What follows belongs to an exercise in optimizing a design on an open flow for small area and a short achievable clock period; a production flow would make more cautious choices. Function was checked by simulation only, so behaviour that the tests miss may differ from the original.

## flow/design.v (module list and top-level ports; edited modules follow where they fit)
// module ALU: 36 lines
// module MUL: 1818 lines
// module DIV: 140 lines
// module RegFile: 28 lines
// module CP0: 42 lines
// module CPU: 157 lines
module CPU(clk, rst, addr_imem, data_imem,
           addr_dmem, data_dmem_in, data_dmem_out, wea_dmem, rea_dmem);
  // ...
==> flow/run.sh <==
#!/bin/bash
# synth_recipe.tcl (not shown) runs the flow's synth.tcl, then flattens the netlist and writes it again
# the make line also repeats each setting of config.mk as NAME=value (left out here)
make -C /OpenROAD-flow-scripts/flow DESIGN_CONFIG=/design/flow/config.mk WORK_HOME=/design/flow/orfs CLKGATE_MAP_FILE= SYNTH_SCRIPT=/design/flow/synth_recipe.tcl finish
==> flow/config.mk <==
export PLATFORM = sky130hd
export DESIGN_NAME = CPU
export DESIGN_NICKNAME = CPU
export VERILOG_FILES = /design/flow/design.v
export SDC_FILE = /design/flow/constraint.sdc
export NUM_CORES = 4
export LEC_CHECK = 0
export CAP_MARGIN = 20
export CELL_PAD_IN_SITES_GLOBAL_PLACEMENT = 2
export CORE_MARGIN = 2
export CORE_UTILIZATION = 25
export PLACE_DENSITY = 0.35
export SLEW_MARGIN = 20
==> flow/constraint.sdc <==
create_clock -name core_clock -period 240.0 [get_ports {clk}]
set_input_delay 48.0000 -clock core_clock [delete_from_list [all_inputs] [get_ports {clk}]]
set_output_delay 48.0000 -clock core_clock [all_outputs]
set_load 0.01 [all_outputs]
==> out/results.tsv, run 1 <==
metric	value	unit
Critical Path Stages	418	
largest net degree at the start of global routing	110	
worst slack, placed	74100	ps
post_cts resized	0	
share of the synthesized area in the top cell type	23.5	%
Slowest cell on crit path	or4_2	
syn_area_per_cell	7.98	sq um
Fail Reasons	max-slew violations	
Max Clock Freq	5.99	MHz
Min-Delay Path Class	reg2reg	
GR Layer Usage met1	48.7	%
Fin. Hold Viols	0	
fin. max-slew vios	33	
reg2reg start	regfile.r[11].data[1]$_DFFE_PP0P_	
Rows	267	
Top Usage Layer GRT	met2	
status	failed layout checks	
TritonCTS clock tree	done	
Worst Hold Launch	lo[18]$_DFFE_PP0P_	
Area contributors post-synth	dfrtp_1 24%, fa_1 8.3%, ha_1 6.9%	
post-route setup slack	72940	ps
clk buf depth	4	
Layout area overhead	14.7	%
Die ar.	537000	sq um
CP startpoint	data_imem[19]	
Synth Warn #	4	
==> inputs of run 2 (changes only) <==
==> flow/config.mk (replaced) <==
export PLATFORM = sky130hd
export DESIGN_NAME = CPU
export DESIGN_NICKNAME = CPU
export VERILOG_FILES = /design/flow/design.v
export SDC_FILE = /design/flow/constraint.sdc
export NUM_CORES = 4
export LEC_CHECK = 0
export ABC_AREA = 1
export CAP_MARGIN = 20
export CELL_PAD_IN_SITES_GLOBAL_PLACEMENT = 1
export CORE_MARGIN = 2
export CORE_UTILIZATION = 50
export PLACE_DENSITY = 0.6
export SLEW_MARGIN = 20
==> run 2 against run 1 <==
Net effect: the run now finishes clean; first-iteration DRC count rose by 35%; clock-buffer cell count fell by 14; synthesized area fell by 1.9%; non-clock buffer count fell by 299; critical path depth rose by 166; synthesized cell count rose by 12%; sequential cell count did not move; global-route usage rose by 14 points; utilization rose by 26 points; highest routed layer unchanged; critical path type unchanged.
==> out/results.tsv, run 2 <==
metric	value	unit	change
Post-CTS Setup Bufs	0		
vias	147000		
syn_area_per_cell	6.99	sq um	-12%
final setup fails	0		
worst hold slack	484	ps	
max cap viols	0		
clk buf depth	4		unchanged
Startpoint Class	primary input		
Die W	514	um	
Slowest Stage Delay on Critical Path	1000	ps	
Port Buffers	166		
CP top delay family	compound AO/OA/AOI/OAI gates		
Slowest cell on crit path	clkdlybuf4s50_1		
DP Wirelength	499000	um	
CP Capture Point	lo[30]$_DFFE_PP0P_		
CP startpoint	data_imem[17]		
GRT overflow	0		
Fin. Hold Viols	0		unchanged
final-layout fill cell count	25800		
#FFs+latches synth	1248		
final layout net count	19800		
clk sinks	1248		
fin. max-slew vios	0		-100%
CTS buffer count	152		
All-Layer GR Usage	53.5	%	
vias in the first global route	132000		
final antenna-violating net count	0		
Layout area overhead	9.14	%	
Cell Area, Synth	130000	sq um	
Skew-Pair Late Insertion Delay	940	ps	
largest register by flop count	regfile.r.data		
sequential area share after synthesis	24.0	%	
Worst Hold Depth	2		
Reg-to-Reg End	lo[30]$_DFFE_PP0P_		
post_cts resized	0		unchanged
CP Capture Type	flip-flop		
Worst Path Buf+Inv	79		
Die ar.	264000	sq um	-51%
TritonCTS clock tree	done		
Reg2Reg Setup Slack	140120	ps	
worst endpoint required time	240770	ps	
Setup TNS	0	ps	
top-count cell post-synth	nand2_1		
Max transition margin	7.22	%	
leading area contributor after synthesis	dfrtp_1		
highest-count cells in the layout ignoring fill and taps	4432 x nand2_1, 2109 x inv_1, 1589 x o21ai_0, 1327 x nor2_1, 1247 x dfrtp_1		
Detailed Routing Iterations Pass 1	12		
Initial Utilization	50.2	%	
part of the cycle the worst path needs	62.4	%	
critical path arrival	150610	ps	
IO Count	167		
critical path class	in2reg		
share of the synthesized area in the top cell type	24.0	%	+0.46 points
Rows	187		-30%
Synth Warn #	4		unchanged
Root Buffer	clkbuf_16		
Cells after Synth	18600		
Netlist cell types	79		
via/cell ratio	6.65		
Post-Syn Nets	20000		
Routability Congestion	1.15		
Max Clock Freq	6.67	MHz	+11%
first-pass GRT wire length	1010000	um	
final wirelength	729000	um	
RSZ-0062 raised after global routing	false		
Worst Hold Launch	lo[17]$_DFFE_PP0P_		
crit-path max FO	56		
Die H	514	um	
DRC errors left	0		
H-tree depth	4		
initial antenna violation count	93		
DR WL/cell	33.0	um	
Min-Delay Path Class	reg2reg		
core outline area	259000	sq um	
R2R depth	578		
commonest non-fill, non-tap cell in the layout	nand2_1		
CP dominant cell by count	nand2_1		
Top FF cell, synth	dfrtp_1		
post-synthesis async set-or-reset flop share	100	%	
DR iter-0 viols	26400		
Final Skew	128	ps	
Critical Path Stages	584		+40%
leading cell types by count after synthesis	4451 x nand2_1, 2123 x inv_1, 1597 x o21ai_0		
largest net degree at the start of global routing	115		+4.5%
reg2reg start	regfile.r[17].data[15]$_DFFE_PP0P_		
Min Clock Period, post-route	149840	ps	
Hold Path Sink	lo[17]$_DFFE_PP0P_		
EDFF count, synth	0		
Area contributors post-synth	dfrtp_1 24%, nand2_1 13%, fa_1 8.5%		
status	complete, no violations		
number of flip-flops in the largest register	992		
layout cells sized above 1	6.90	%	
CTS Hold Buffers Added	0		
Worst-Margin Slew	1390	ps	
clock-pin slew on the worst setup and hold paths	70	ps	
## run 2: changes by cell type after synthesis, moves of 217 or more
cell and change:
clkbuf_1 -302, and3_1 -375, xor2_1 +700, a22oi_1 -1018, o22ai_1 +612, o21ai_0 +534, nand2_1 +2975, mux2_2 -217
inv_1 +1304, xnor2_1 -790
## run 2: logic make-up after synthesis
logic type                 Yosys count  share of synthesized area, %
AOI/OAI and AO/OA                 4280                          18.9
muxes                               20                         0.154
adders and majority gates         1290                          15.6
DFF                               1248                          24.0
xor gates and xnor gates          1108                          7.46
and+or+nand+nor                   7365                          23.9
buffers and inverters             3313                          10.1
## run 2: area by class of cell
type / count / area, sq um / area share [%]
inverter: 2278 / 8570 / 6.03
sequential: 1248 / 31200 / 22.0
timing repair buffer: 700 / 5750 / 4.05
clock buffer: 213 / 4350 / 3.07
clock inverter: 41 / 499 / 0.351
antenna: 123 / 308 / 0.217
multi-input combinational: 14100 / 87100 / 61.3
tap: 3402 / 4260 / 3.00
## run 2: metrics by stage
step	util, %	instance area [sq um]	std cells	worst slack (ps)
detailed placement	52.7	137000	21700	91490
finish	54.8	142000	22100	90160
global placement	52.7	136000	21700	92970
floorplan	-	130000	18600	117060
CTS	54.5	141000	21900	92050
global route	54.7	142000	22000	78980
## run 2: metal layers
layer / up-vias / routed length (um) / GRT usage (%)
met5: - / 1050 / 2.45
met4: 66 / 71200 / 40.4
li1: 61400 / - / -
met2: 13200 / 269000 / 68.9
met3: 3676 / 126000 / 28.6
met1: 68500 / 262000 / 65.8

[afterwards: timing with drivers on the ports]
The flow's constraints put no driver on any port. The routed layouts listed below were extracted and timed again, unchanged, in two steps.
Step 1 sets driving cells, clkbuf_16 on the clock port and buf_2 on the other inputs (assumed; they add their load-dependent delay and slew).
Step 2 also shifts input and output timing later by t, the mid clock arrival at the registers, as if the neighbouring blocks saw the same clock.
a / b / c = no drivers / after step 1 / after step 2; a / b = the first two.
run	t (ns)	slack for setup (ns)	worst setup path after step 2	clock arrival spread, ns
run 1	1.039	72.942 / 72.969 / 71.929	input to register	0.118 / 0.119
run 2	0.999	90.159 / 90.132 / 89.133	input to register	0.128 / 0.128
The setup slack of run 2, which loses most, moves by -0.027 ns with the drivers and by -1.026 ns with both steps.
